This is an optimization exercise on Yosys and OpenROAD, whose aim is small area and a short achievable clock period, not a production implementation. Function was checked by simulation only, so behaviour that the tests miss may differ from the original. No activity file was given, so power comes from the tool's default toggle rates.

Setup of oak:
## rv32i_cpu
module rv32i_cpu (
    input  wire        clk,
    input  wire        rst_n,
    input  wire        calc_start,
    input  wire [31:0] gcd_a,
    input  wire [31:0] gcd_b,
    output wire [31:0] gcd_result,
    output wire [31:0] imem_addr,
    input  wire [31:0] imem_data
);
For scale: about 5100 cells after synthesis, roughly 54000 um^2 of cells after synthesis.
export LEC_CHECK = 0
export CAP_MARGIN = 20
export CORE_MARGIN = 2
export CORE_UTILIZATION = 30
export SETUP_SLACK_MARGIN = 4.5
export SLEW_MARGIN = 20
export SYNTH_HIERARCHICAL = 1
export TNS_END_PERCENT = 100
create_clock -name core_clock -period 10.0 [get_ports {clk}]
standard.sh (not shown) runs the stock make flow with config.mk's settings and CLKGATE_MAP_FILE= SYNTH_SCRIPT=/design/flow/synth_recipe.tcl, a recipe that flattens the netlist after the stock synthesis.
==> flow/flow/run.sh <==
#!/bin/bash
# Layout flow: the standard synthesis, then every combinational cell is
# set to the smallest cell of its family (the synthesis maps many small
# hierarchical blocks and sizes their outputs for a generic load), then the
# standard flow from floorplan on, whose timing repair sizes cells up again
# where the timing needs it.  Port buffers are plain buffers.
set -euo pipefail
W=$(pwd)
bash standard.sh synth > "$W/log_synth.txt" 2>&1
ODB=$W/orfs/results/$FLOW_PLATFORM/rv32i_cpu/base/1_synth.odb
OR=$(command -v openroad || echo /OpenROAD-flow-scripts/tools/install/OpenROAD/bin/openroad)
ODB=$ODB "$OR" -no_splash -exit "$W/flow/downsize.tcl" > "$W/log_downsize.txt" 2>&1
# port buffers: a plain buffer (the default pick is a slow delay cell); the
# timing repair sizes them up where needed
bash standard.sh "BUFFER_PORTS_ARGS=-buffer_cell sky130_fd_sc_hd__buf_2" finish > "$W/log_finish.txt" 2>&1
==> flow/flow/downsize.tcl <==
# Set every combinational standard cell to the smallest cell of its family
# (same function and pins, drive strength suffix _N); at equal area take the
# stronger one.  Flip-flops keep the cell synthesis gave them.
read_db $::env(ODB)
set db [ord::get_db]
set block [ord::get_db_block]
set n 0
foreach inst [$block getInsts] {
  set m [$inst getMaster]
  set name [$m getName]
  if {![regexp {^(sky130_fd_sc_hd__[a-z0-9]+)_([0-9]+)$} $name -> base sz]} { continue }
  if {[regexp {__(df|dl|sdf|edf|sedf|conb|tap|fill|decap|clk)} $base]} { continue }
  set best $m
  set bw [$m getWidth]
  foreach s {0 1 2 3 4 6 8 12 16} {
    set c [$db findMaster "${base}_$s"]
    if {$c eq "NULL"} { continue }
    set w [$c getWidth]
    if {$w < $bw || ($w == $bw && $s > [regsub {.*_} [$best getName] {}])} {
      set best $c
      set bw $w
    }
  }
  if {$best ne $m} {
    $inst swapMaster $best
    incr n
  }
}
puts "downsize: swapped $n instances"
write_db $::env(ODB)
## Diff of input files: cedar against oak
# oak
export LEC_CHECK = 0
export CAP_MARGIN = 20
export CORE_MARGIN = 2
export CORE_UTILIZATION = 30
export SETUP_SLACK_MARGIN = 4.5
export SLEW_MARGIN = 20
export SYNTH_HIERARCHICAL = 1
export TNS_END_PERCENT = 100
create_clock -name core_clock -period 10.0 [get_ports {clk}]
# cedar
export LEC_CHECK = 0
export CAP_MARGIN = 20
export CORE_MARGIN = 2
export CORE_UTILIZATION = 30
export SETUP_SLACK_MARGIN = 3.5
export SLEW_MARGIN = 20
export SYNTH_HIERARCHICAL = 1
export TNS_END_PERCENT = 10
create_clock -name core_clock -period 10.0 [get_ports {clk}]
==> flow/flow/downsize.tcl <==
# Set every combinational standard cell to the smallest cell of its family
# (same function and pins, drive strength suffix _N); at equal area take the
# stronger one.  Flip-flops keep the cell synthesis gave them.
# The read-select decoder (nets u_dec.*) drives the whole register file: its
# predecode gates get drive 4 and its final gates drive 2.
read_db $::env(ODB)
set db [ord::get_db]
set block [ord::get_db_block]
set n 0
proc out_net {inst} {
  foreach it [$inst getITerms] {
    if {[$it isOutputSignal] && [$it getNet] ne "NULL"} { return [[$it getNet] getName] }
  }
  return ""
}
foreach inst [$block getInsts] {
  set m [$inst getMaster]
  set name [$m getName]
  if {![regexp {^(sky130_fd_sc_hd__[a-z0-9]+)_([0-9]+)$} $name -> base sz]} { continue }
  if {[regexp {__(df|dl|sdf|edf|sedf|conb|tap|fill|decap|clk)} $base]} { continue }
  set want 0
  if {[string match "u_dec.*" [out_net $inst]]} {
    if {[regexp {__(nor2|nor3)$} $base]} { set want 2 } else { set want 4 }
  }
  set best ""
  set bw 0
  foreach s {0 1 2 3 4 6 8 12 16} {
    if {$s < $want} { continue }
    set c [$db findMaster "${base}_$s"]
    if {$c eq "NULL"} { continue }
    set w [$c getWidth]
    if {$best eq "" || $w < $bw || ($w == $bw && $s > [regsub {.*_} [$best getName] {}])} {
      set best $c
      set bw $w
    }
  }
  if {$best ne "" && $best ne $m} {
    $inst swapMaster $best
    incr n
  }
}
puts "downsize: swapped $n instances"
write_db $::env(ODB)
### Flow results
- NOTE: number of tap instances in cedar exceeds that of oak
- Re switching power: oak was higher than cedar.
- Looking at portion of the clock cycle consumed by the worst path in the final layout, cedar sits 7.1 points above oak.
- Compared with oak, in cedar synthesized instance count did not really move, wire length of the first global-routing pass went up, part of the total power dissipated in combinational logic went down.
- cedar ended up with nor3_1 as its cell type of the slowest stage on the worst timing path; oak ended up with nor4_4.
- Against oak, cedar comes in 1.1% higher on wire length.
- The internal power consumption of cedar was superior to that of oak.


Starting RTL as in the previous note.
Settings: LEC_CHECK=0, CAP_MARGIN=20, CORE_MARGIN=2, CORE_UTILIZATION=30, PLACE_DENSITY=0.75, SETUP_SLACK_MARGIN=4.5, SLEW_MARGIN=20, SYNTH_HIERARCHICAL=1, TNS_END_PERCENT=10; clock period 10.0 ns.
==> flow/flow/downsize.tcl <==
# Set every combinational standard cell to the smallest cell of its family
# (same function and pins, drive strength suffix _N); at equal area take the
# stronger one.  Flip-flops keep the cell synthesis gave them.
# The read-select decoder (nets u_dec.*) drives the whole register file: its
# predecode gates get drive 4 and its final gates drive 2.
read_db $::env(ODB)
set db [ord::get_db]
set block [ord::get_db_block]
set n 0
proc out_net {inst} {
  foreach it [$inst getITerms] {
    if {[$it isOutputSignal] && [$it getNet] ne "NULL"} { return [[$it getNet] getName] }
  }
  return ""
}
foreach inst [$block getInsts] {
  set m [$inst getMaster]
  set name [$m getName]
  if {![regexp {^(sky130_fd_sc_hd__[a-z0-9]+)_([0-9]+)$} $name -> base sz]} { continue }
  if {[regexp {__(df|dl|sdf|edf|sedf|conb|tap|fill|decap|clk)} $base]} { continue }
  set want 0
  if {[string match "u_dec.*" [out_net $inst]]} {
    if {[regexp {__(nor2|nor3)$} $base]} { set want 2 } else { set want 4 }
  }
  set best ""
  set bw 0
  foreach s {0 1 2 3 4 6 8 12 16} {
    if {$s < $want} { continue }
    set c [$db findMaster "${base}_$s"]
    if {$c eq "NULL"} { continue }
    set w [$c getWidth]
    if {$best eq "" || $w < $bw || ($w == $bw && $s > [regsub {.*_} [$best getName] {}])} {
      set best $c
      set bw $w
    }
  }
  if {$best ne "" && $best ne $m} {
    $inst swapMaster $best
    incr n
  }
}
puts "downsize: swapped $n instances"
write_db $::env(ODB)
Scripts as last shown in full above: flow/flow/run.sh
The first run completed with no timing, DRC or antenna violations.
Edit:
--- a/flow/flow/downsize.tcl
+++ b/flow/flow/downsize.tcl
@@ -4,2 +3,0 @@
-# The read-select decoder (nets u_dec.*) drives the whole register file: its
-# predecode gates get drive 4 and its final gates drive 2.
@@ -10,6 +7,0 @@
-proc out_net {inst} {
-  foreach it [$inst getITerms] {
-    if {[$it isOutputSignal] && [$it getNet] ne "NULL"} { return [[$it getNet] getName] }
-  }
-  return ""
-}
@@ -21,6 +13,2 @@
-  set want 0
-  if {[string match "u_dec.*" [out_net $inst]]} {
-    if {[regexp {__(nor2|nor3)$} $base]} { set want 2 } else { set want 4 }
-  }
-  set best ""
-  set bw 0
+  set best $m
+  set bw [$m getWidth]
@@ -28 +15,0 @@
-    if {$s < $want} { continue }
@@ -32 +19 @@
-    if {$best eq "" || $w < $bw || ($w == $bw && $s > [regsub {.*_} [$best getName] {}])} {
+    if {$w < $bw || ($w == $bw && $s > [regsub {.*_} [$best getName] {}])} {
@@ -37 +24 @@
-  if {$best ne "" && $best ne $m} {
+  if {$best ne $m} {
=> Worst setup slack gets worse by 180 ps. Count of clock-buffer cells in the layout came out higher by 4. Synthesized cell count is unchanged. Cell count came out lower by about 3%. Worst hold slack hardly moves. Sequential share of layout area came out higher by 2.1 points. Area after synthesis came out lower by about 3%.


== build 4 ==
Another version of the RTL of rv32i_cpu (not shown whole).
Size in the first run: about 160 I/O pins, ~54,000 µm² of cells after synthesis.
Design rv32i_cpu, start of the top module:
module rv32i_cpu (
    input  wire        clk,
    input  wire        rst_n,
    input  wire        calc_start,
    input  wire [31:0] gcd_a,
    input  wire [31:0] gcd_b,
    output wire [31:0] gcd_result,
    output wire [31:0] imem_addr,
    input  wire [31:0] imem_data
);
Settings: LEC_CHECK=0, CAP_MARGIN=20, CORE_MARGIN=2, CORE_UTILIZATION=45, SETUP_SLACK_MARGIN=4.5, SLEW_MARGIN=20, SYNTH_HIERARCHICAL=1, TNS_END_PERCENT=25; clock period 10.0 ns.
==> flow/flow/downsize.tcl <==
# Set every combinational standard cell to the smallest cell of its family
# (same function and pins, drive strength suffix _N); at equal area take the
# stronger one.  Flip-flops keep the cell synthesis gave them.
read_db $::env(ODB)
set db [ord::get_db]
set block [ord::get_db_block]
set n 0
foreach inst [$block getInsts] {
  set m [$inst getMaster]
  set name [$m getName]
  if {![regexp {^(sky130_fd_sc_hd__[a-z0-9]+)_([0-9]+)$} $name -> base sz]} { continue }
  if {[regexp {__(df|dl|sdf|edf|sedf|conb|tap|fill|decap|clk)} $base]} { continue }
  set best $m
  set bw [$m getWidth]
  foreach s {0 1 2 3 4 6 8 12 16} {
    set c [$db findMaster "${base}_$s"]
    if {$c eq "NULL"} { continue }
    set w [$c getWidth]
    if {$w < $bw || ($w == $bw && $s > [regsub {.*_} [$best getName] {}])} {
      set best $c
      set bw $w
    }
  }
  if {$best ne $m} {
    $inst swapMaster $best
    incr n
  }
}
puts "downsize: swapped $n instances"
write_db $::env(ODB)
Scripts as last shown in full above: flow/flow/run.sh
[inputs] build 86 vs build 4
# build 4
export LEC_CHECK = 0
export CAP_MARGIN = 20
export CORE_MARGIN = 2
export CORE_UTILIZATION = 45
export SETUP_SLACK_MARGIN = 4.5
export SLEW_MARGIN = 20
export SYNTH_HIERARCHICAL = 1
export TNS_END_PERCENT = 25
create_clock -name core_clock -period 10.0 [get_ports {clk}]
# build 86
export LEC_CHECK = 0
export CAP_MARGIN = 20
export CORE_MARGIN = 2
export CORE_UTILIZATION = 30
export SETUP_SLACK_MARGIN = 4.5
export SLEW_MARGIN = 20
export SYNTH_HIERARCHICAL = 1
export TNS_END_PERCENT = 10
create_clock -name core_clock -period 10.0 [get_ports {clk}]
==> comparison <==
Build 86: growth of design area from synthesis to finish is 0.39 points higher than what build 4 reported.
In build 86 relative to build 4, leakage power figure had gone down slightly.
There was hardly any difference in hold slack between build 86 and build 4.
Comparing build 86 and build 4, half-perimeter wire length after detailed placement is lower on build 4.
## Diff of input files: build 15 against build 86
# build 86
export LEC_CHECK = 0
export CAP_MARGIN = 20
export CORE_MARGIN = 2
export CORE_UTILIZATION = 30
export SETUP_SLACK_MARGIN = 4.5
export SLEW_MARGIN = 20
export SYNTH_HIERARCHICAL = 1
export TNS_END_PERCENT = 10
create_clock -name core_clock -period 10.0 [get_ports {clk}]
# build 15
export LEC_CHECK = 0
export CAP_MARGIN = 20
export CORE_MARGIN = 2
export CORE_UTILIZATION = 55
export SETUP_SLACK_MARGIN = 4.5
export SLEW_MARGIN = 20
export SYNTH_HIERARCHICAL = 1
export TNS_END_PERCENT = 10
create_clock -name core_clock -period 10.0 [get_ports {clk}]
[summary]
Compared with build 86, build 15 shows number of buffers inserted during clock tree synthesis lower by 4. Build 15 vs build 86: die area down. On build 15: core utilization of the finished layout is 29 points higher than what build 86 gave.


rev 12:
rv32i_cpu again, from the RTL that the note above started with.
==> flow/config.mk <==
export PLATFORM = sky130hd
export DESIGN_NAME = rv32i_cpu
export DESIGN_NICKNAME = rv32i_cpu
export VERILOG_FILES = /design/flow/design.v
export SDC_FILE = /design/flow/constraint.sdc
export NUM_CORES = 4
export LEC_CHECK = 0
export CAP_MARGIN = 20
export CORE_MARGIN = 2
export CORE_UTILIZATION = 30
export SETUP_SLACK_MARGIN = 5.0
export SLEW_MARGIN = 20
export SYNTH_HIERARCHICAL = 1
export TNS_END_PERCENT = 100
==> flow/constraint.sdc <==
create_clock -name core_clock -period 10.0 [get_ports {clk}]
set_input_delay 2.0000 -clock core_clock [delete_from_list [all_inputs] [get_ports {clk}]]
set_output_delay 2.0000 -clock core_clock [all_outputs]
set_load 0.01 [all_outputs]
Scripts as last shown in full above: flow/flow/run.sh, flow/flow/downsize.tcl
Rev 12 finished every stage and its layout cleared the timing, design-rule and antenna checks.
### rev 12 -> rev 13
- SETUP_SLACK_MARGIN changed from 5.0 to 4.5
- CORE_UTILIZATION changed from 30 to 45
- TNS_END_PERCENT changed from 100 to 10
## What came out
Rev 13 ends up with a post-route met1 wirelength that is about 3% higher than in rev 12. Cell area after placement was lower in rev 13 than in rev 12. From rev 13 to rev 12, max-slew violation count did not move at all. Summary: cell internal power dissipation, rev 13 better than rev 12. What rev 12 reported for worst-case vdd ir drop has to be multiplied by 1.07 to get the figure for rev 13. Looking at final design instance area without fill, rev 13 sits 0.0033 mm² below rev 12. Delta (rev 13 minus rev 12): routed wire length now larger, static leakage went down, worst slew slack as a fraction of its limit went down by 7.5 points.

-- re-timing with driven ports --
No port has a modelled driver above. Below, the same layouts with a new extraction and two added sets of constraints. Step 1, drivers: a clkbuf_16 drives clk and a buf_2 each remaining input, both assumed. Step 2, shift: input delay + t, output delay - t, t = (earliest + latest rising clock arrival at the registers) / 2. This alone moves slack from input paths to output paths. Slacks: ideal ports / drivers / drivers and shift; pairs: ideal ports / drivers.
run	t, ns	setup WS [ns]	hold slack, ns
oak	0.818	4.146 / 4.201 / 3.383	0.460 / 0.460 / 0.460
cedar	0.832	3.439 / 3.493 / 2.661	0.460 / 0.460 / 0.460
the first run of note 2	0.810	4.174 / 4.235 / 3.424	0.457 / 0.457 / 0.457
the second run of note 2	0.845	3.996 / 4.002 / 3.157	0.459 / 0.459 / 0.459
build 4	0.835	4.117 / 4.118 / 3.283	0.460 / 0.460 / 0.460
build 86	0.838	4.089 / 4.001 / 3.163	0.458 / 0.458 / 0.458
build 15	0.787	3.903 / 3.948 / 3.162	0.458 / 0.458 / 0.458
rev 12	0.855	4.223 / 4.217 / 3.362	0.458 / 0.458 / 0.458
rev 13	0.837	4.108 / 4.164 / 3.327	0.461 / 0.461 / 0.461
After both steps setup and hold are still met in every run listed. For build 86, which loses most, drivers alone change the setup slack by -0.088 ns; drivers and shift together by -0.926 ns.
